This design comes from an exercise in tuning for small area, a short achievable clock period and few clock cycles per item on the open sky130 flow, not from production work.
The RTL was checked by simulation tests, not by an equivalence proof against the original design.
The clock input has no modelled driver; a real chip could not lean on it and would need a root buffer or a full tree.
Power is estimated from default activity; no workload was simulated.

== v20 ==
==> flow/design.v <==
`timescale 1ns/10ps
module LBP (
	input  clk,
	input  reset,
	output reg [13:0] gray_addr,
	output reg        gray_req,
	input             gray_ready,
	input      [7:0]  gray_data,
	output reg        lbp_valid,
	output reg [13:0] lbp_addr,
	output reg [7:0]  lbp_data,
	output reg        finish
);
	localparam H = 8;            
	wire [6:0] row = gray_addr[13:7];
	wire [6:0] col = gray_addr[6:0];
	reg  [2:0] s;                
	reg        endc;             
	reg        ends;             
	reg        last;             
	wire [6:0] row_step = {{4{endc}}, {2{ends}}, 1'b1};
	always @(posedge clk) begin
		if (reset) begin
			gray_req  <= 1'b0;
			lbp_valid <= 1'b0;
			finish    <= 1'b0;
		end else begin
			gray_req  <= gray_ready & ~finish & ~(gray_req & last);
			lbp_valid <= gray_req & (s >= 3'd2) & (col >= 7'd2);
			if (gray_req & last) finish <= 1'b1;
		end
	end
	always @(posedge clk) begin
		if (gray_req) begin
			{gray_addr[6:0], s} <= {col, s} + 10'd1;
			gray_addr[13:7] <= row + row_step;
		end else begin
			{gray_addr, s} <= 17'd0;
		end
	end
	always @(posedge clk) begin
		endc <= (s == 3'd6);
		ends <= (s == 3'd6) & (col == 7'd127);
		last <= (s == 3'd6) & (col == 7'd127) & (row == 7'd126);
	end
	reg [7:0] d [0:H];
	integer i;
	always @(posedge clk) begin
		d[0] <= gray_data;
		for (i = 1; i <= H; i = i + 1) d[i] <= d[i-1];
	end
	function [1:0] tcmp;
		input [7:0] a, b;
		reg [7:0] g, e;
		reg [3:0] g2, e2;
		reg [1:0] g4, e4;
		integer k;
		begin
			g = a & ~b; e = ~(a ^ b);
			for (k = 0; k < 4; k = k + 1) begin
				g2[k] = g[2*k+1] | (e[2*k+1] & g[2*k]);
				e2[k] = e[2*k+1] & e[2*k];
			end
			for (k = 0; k < 2; k = k + 1) begin
				g4[k] = g2[2*k+1] | (e2[2*k+1] & g2[2*k]);
				e4[k] = e2[2*k+1] & e2[2*k];
			end
			tcmp = {g4[1] | (e4[1] & g4[0]), e4[1] & e4[0]};
		end
	endfunction
	wire [7:0] c = d[H];
	wire [1:0] r_dg = tcmp(gray_data, c), r_hz = tcmp(d[0], c);
	wire [1:0] r_ad = tcmp(d[1], c),      r_vt = tcmp(d[H-1], c);
	wire ge_dg = r_dg[1] | r_dg[0],  le_dg = ~r_dg[1];
	wire ge_hz = r_hz[1] | r_hz[0],  le_hz = ~r_hz[1];
	wire ge_ad = r_ad[1] | r_ad[0],  le_ad = ~r_ad[1];
	wire ge_vt = r_vt[1] | r_vt[0],  le_vt = ~r_vt[1];
	reg [H:0]   q_dg;    
	reg [H-1:0] q_hz;
	reg [H-2:0] q_ad;
	reg         q_vt;
	always @(posedge clk) begin
		q_dg <= {q_dg[H-1:0], le_dg};
		q_hz <= {q_hz[H-2:0], le_hz};
		q_ad <= {q_ad[H-3:0], le_ad};
		q_vt <= le_vt;
	end
	always @(posedge clk) begin
		lbp_addr <= {row - 7'd1, col - 7'd1};
		lbp_data <= {ge_dg, ge_vt, q_ad[H-2], ge_hz, q_hz[H-1], ge_ad, q_vt, q_dg[H]};
	end
endmodule
Settings: LEC_CHECK=0, CAP_MARGIN=20, CORE_MARGIN=2, CORE_UTILIZATION=60, SETUP_SLACK_MARGIN=2.35, SLEW_MARGIN=20; clock period 4.0 ns.
standard.sh (not shown) runs the stock make flow with config.mk's settings and CLKGATE_MAP_FILE= SYNTH_SCRIPT=/design/flow/synth_recipe.tcl, a recipe that flattens the netlist after the stock synthesis.
==> flow/flow/run.sh <==
#!/bin/bash
# Standard layout, with custom clock tree synthesis arguments and port
# buffer cell.
set -euo pipefail
bash standard.sh finish "CTS_ARGS=-sink_clustering_enable -repair_clock_nets -root_buf sky130_fd_sc_hd__clkbuf_16 -buf_list sky130_fd_sc_hd__clkbuf_8 -sink_clustering_size 30 -sink_clustering_levels 1 -dont_use_dummy_load" "BUFFER_PORTS_ARGS=-buffer_cell sky130_fd_sc_hd__buf_1" > standard_flow.log 2>&1
Both conditions hold for v20: the flow ran to the end and the final layout passed the timing, design-rule and antenna checks.
Testbench counts of v20, summed over its fixed seeds: cycles 344,080, images 16.
What v33 does differently from v20 at the input level:
- a change of SETUP_SLACK_MARGIN from 2.35 to 2.5
==> flow/flow/run.sh <==
#!/bin/bash
# Standard layout with custom clock tree synthesis arguments.
set -euo pipefail
bash standard.sh finish "CTS_ARGS=-sink_clustering_enable -repair_clock_nets -root_buf sky130_fd_sc_hd__clkbuf_16 -buf_list sky130_fd_sc_hd__clkbuf_16 -sink_clustering_size 40 -sink_clustering_max_diameter 200 -dont_use_dummy_load" > standard_flow.log 2>&1
Notes after the runs:
- From v20 to v33, tap cell count did not move at all.
- Note that the combinational power recorded for v33 amounts to 1.3 times the value seen in v20.
- Looking only at routed length on met3, and setting everything else aside, the lower value of v20 and v33 goes to v20.

---

## old
RTL: the design.v shown in full above, as it stands there.
Settings: LEC_CHECK=0, CAP_MARGIN=20, CORE_MARGIN=2, CORE_UTILIZATION=60, SETUP_SLACK_MARGIN=2.35, SLEW_MARGIN=20; clock period 4.0 ns.
==> flow/flow/run.sh <==
#!/bin/bash
# The standard layout, with plain buf_1 port buffers and a one-level clock
# tree: after CTS, flow/mytree.tcl replaces the tree with 4 sky130_fd_sc_hd__clkbuf_16 buffers
# fed from the clock port, one per cluster of flip-flops. Timing repair
# then runs after global routing as usual.
set -euo pipefail
HERE=$(pwd)
bash standard.sh finish \
  "BUFFER_PORTS_ARGS=-buffer_cell sky130_fd_sc_hd__buf_1" \
  "SKIP_CTS_REPAIR_TIMING=1" \
  "POST_CTS_TCL=$HERE/flow/mytree.tcl" \
  "MYTREE_NBUF=4" "MYTREE_CELL=sky130_fd_sc_hd__clkbuf_16"  > standard_flow.log 2>&1
==> flow/flow/mytree.tcl <==
# Replace the clock tree built by CTS with one level of NBUF buffers fed
# straight from the clock port, each driving one cluster of flip-flops.
set nbuf [expr {[info exists ::env(MYTREE_NBUF)] ? $::env(MYTREE_NBUF) : 4}]
set bufm [expr {[info exists ::env(MYTREE_CELL)] ? $::env(MYTREE_CELL) : "sky130_fd_sc_hd__clkbuf_16"}]
set db [ord::get_db]
set block [ord::get_db_block]
set clk [$block findNet clk]
set master [$db findMaster $bufm]

# sinks: every flip-flop clock pin, found through the existing tree
set sinks {}
set todo [list $clk]
set bufs {}
while {[llength $todo]} {
  set net [lindex $todo 0]; set todo [lrange $todo 1 end]
  foreach it [$net getITerms] {
    if {![$it isInputSignal] && [$it getIoType] ne "INPUT"} { continue }
    set inst [$it getInst]
    set mname [[$inst getMaster] getName]
    if {[string match "sky130_fd_sc_hd__clkbuf*" $mname] || [string match "sky130_fd_sc_hd__clkinv*" $mname] || [string match "sky130_fd_sc_hd__buf*" $mname]} {
      lappend bufs $inst
      foreach o [$inst getITerms] { if {[$o isOutputSignal]} { set n [$o getNet]; if {$n ne "NULL"} { lappend todo $n } } }
    } else {
      lappend sinks $it
    }
  }
}
puts "mytree: [llength $sinks] sinks, removing [llength $bufs] buffers"
foreach inst $bufs {
  foreach o [$inst getITerms] {
    if {[$o isOutputSignal]} { set n [$o getNet]; if {$n ne "NULL" && $n ne $clk} { lappend dead $n } }
  }
}
foreach it $sinks { $it disconnect }
foreach inst $bufs { odb::dbInst_destroy $inst }
foreach n [lsort -unique $dead] { odb::dbNet_destroy $n }

# k-means on sink locations
set pts {}
foreach it $sinks {
  set inst [$it getInst]
  set bb [$inst getBBox]
  lappend pts [list [expr {([$bb xMin]+[$bb xMax])/2}] [expr {([$bb yMin]+[$bb yMax])/2}]]
}
set n [llength $pts]
set sorted [lsort -integer -index 0 $pts]
set cents {}
for {set k 0} {$k < $nbuf} {incr k} {
  lappend cents [lindex $sorted [expr {int(($k + 0.5) * $n / $nbuf)}]]
}
for {set iter 0} {$iter < 30} {incr iter} {
  set assign {}
  foreach p $pts {
    set best 0; set bd 1e30
    for {set k 0} {$k < $nbuf} {incr k} {
      set c [lindex $cents $k]
      set d [expr {abs([lindex $p 0]-[lindex $c 0]) + abs([lindex $p 1]-[lindex $c 1])}]
      if {$d < $bd} { set bd $d; set best $k }
    }
    lappend assign $best
  }
  set newc {}
  for {set k 0} {$k < $nbuf} {incr k} {
    set sx 0; set sy 0; set m 0
    foreach p $pts a $assign { if {$a == $k} { incr sx [lindex $p 0]; incr sy [lindex $p 1]; incr m } }
    if {$m} { lappend newc [list [expr {$sx/$m}] [expr {$sy/$m}]] } else { lappend newc [lindex $cents $k] }
  }
  set cents $newc
}
for {set k 0} {$k < $nbuf} {incr k} {
  set inst [odb::dbInst_create $block $master "clkbuf_leaf_$k"]
  set net [odb::dbNet_create $block "clknet_leaf_$k"]
  $net setSigType CLOCK
  set c [lindex $cents $k]
  $inst setLocation [lindex $c 0] [lindex $c 1]
  $inst setPlacementStatus PLACED
  [$inst findITerm A] connect $clk
  [$inst findITerm X] connect $net
  set m 0
  foreach it $sinks a $assign { if {$a == $k} { $it connect $net; incr m } }
  puts "mytree: buffer $k at $c drives $m sinks"
}
old failed in global routing with DRT-0073.
Testbench counts of old, summed over its fixed seeds: cycles 344,080, images 16.
> inputs changed (old -> new)
- swapping 2.35 for 2.55 in SETUP_SLACK_MARGIN
diff --git a/flow/flow/mytree.tcl b/flow/flow/mytree.tcl
--- a/flow/flow/mytree.tcl
+++ b/flow/flow/mytree.tcl
@@ -12,4 +12,5 @@
 set todo [list $clk]
 set bufs {}
+set dead {}
 while {[llength $todo]} {
   set net [lindex $todo 0]; set todo [lrange $todo 1 end]
@@ -18,9 +19,10 @@
     set inst [$it getInst]
     set mname [[$inst getMaster] getName]
-    if {[string match "sky130_fd_sc_hd__clkbuf*" $mname] || [string match "sky130_fd_sc_hd__clkinv*" $mname] || [string match "sky130_fd_sc_hd__buf*" $mname]} {
+    if {[string match "sky130_fd_sc_hd__df*" $mname]} {
+      lappend sinks $it
+    } else {
+      # clock buffers and the dummy loads CTS hangs on the tree
       lappend bufs $inst
       foreach o [$inst getITerms] { if {[$o isOutputSignal]} { set n [$o getNet]; if {$n ne "NULL"} { lappend todo $n } } }
-    } else {
-      lappend sinks $it
     }
   }
@@ -49,14 +51,23 @@
   lappend cents [lindex $sorted [expr {int(($k + 0.5) * $n / $nbuf)}]]
 }
+# balanced k-means: each cluster takes at most cap sinks
+set cap [expr {($n + $nbuf - 1) / $nbuf + 1}]
 for {set iter 0} {$iter < 30} {incr iter} {
-  set assign {}
+  set pairs {}
+  set i 0
   foreach p $pts {
-    set best 0; set bd 1e30
     for {set k 0} {$k < $nbuf} {incr k} {
       set c [lindex $cents $k]
-      set d [expr {abs([lindex $p 0]-[lindex $c 0]) + abs([lindex $p 1]-[lindex $c 1])}]
-      if {$d < $bd} { set bd $d; set best $k }
+      lappend pairs [list [expr {abs([lindex $p 0]-[lindex $c 0]) + abs([lindex $p 1]-[lindex $c 1])}] $i $k]
     }
-    lappend assign $best
+    incr i
+  }
+  set assign [lrepeat $n -1]
+  set fill [lrepeat $nbuf 0]
+  foreach pr [lsort -integer -index 0 $pairs] {
+    lassign $pr d i k
+    if {[lindex $assign $i] >= 0 || [lindex $fill $k] >= $cap} { continue }
+    lset assign $i $k
+    lset fill $k [expr {[lindex $fill $k] + 1}]
   }
   set newc {}
@@ -81,2 +92,4 @@
   puts "mytree: buffer $k at $c drives $m sinks"
 }
+
+detailed_placement
Results
Among new and old, the run that stopped before the end is old, and it is the only one. old did not make it past global routing, where a tool error ended it. Diff new..old | initial core utilization | unchanged. From old to new the numbers moved as follows: cell row count was more or less identical, die extent in y was more or less identical, post-DP HPWL went up by 0.53%. old → new: CTS sink count ~0 delta; simple-gate area share of the yosys netlist ~0 delta; post-place setup slack +170 ps.
The clock cells of new come from the design's own scripts or RTL, not from TritonCTS.

[what the ideal ports hide]
How much do the figures lean on ideal ports? The routed layouts below were timed once more, with nothing changed but the port constraints. Step 1 assumes that a clkbuf_16 drives the clock port and a buf_2 every other input. Step 2 times the ports against the registers' clock, not the clock port: input delays grow and output delays shrink by t, the midpoint of the rising clock arrivals with the driver on. Slacks: no drivers / after step 1 / after step 2; pairs: no drivers / after step 1.
run | t (ns) | slack for setup (ns) | worst setup path at the end
v20 | 0.372 | 2.383 / 2.347 / 2.079 | input to register
v33 | 0.424 | 2.343 / 2.308 / 2.133 | input to register
new | 0.250 | 2.474 / 2.397 / 2.315 | input to register
After both steps setup and hold are still met in every run listed. The setup slack of v20, which loses most, moves by -0.036 ns with the drivers and by -0.304 ns with both steps.
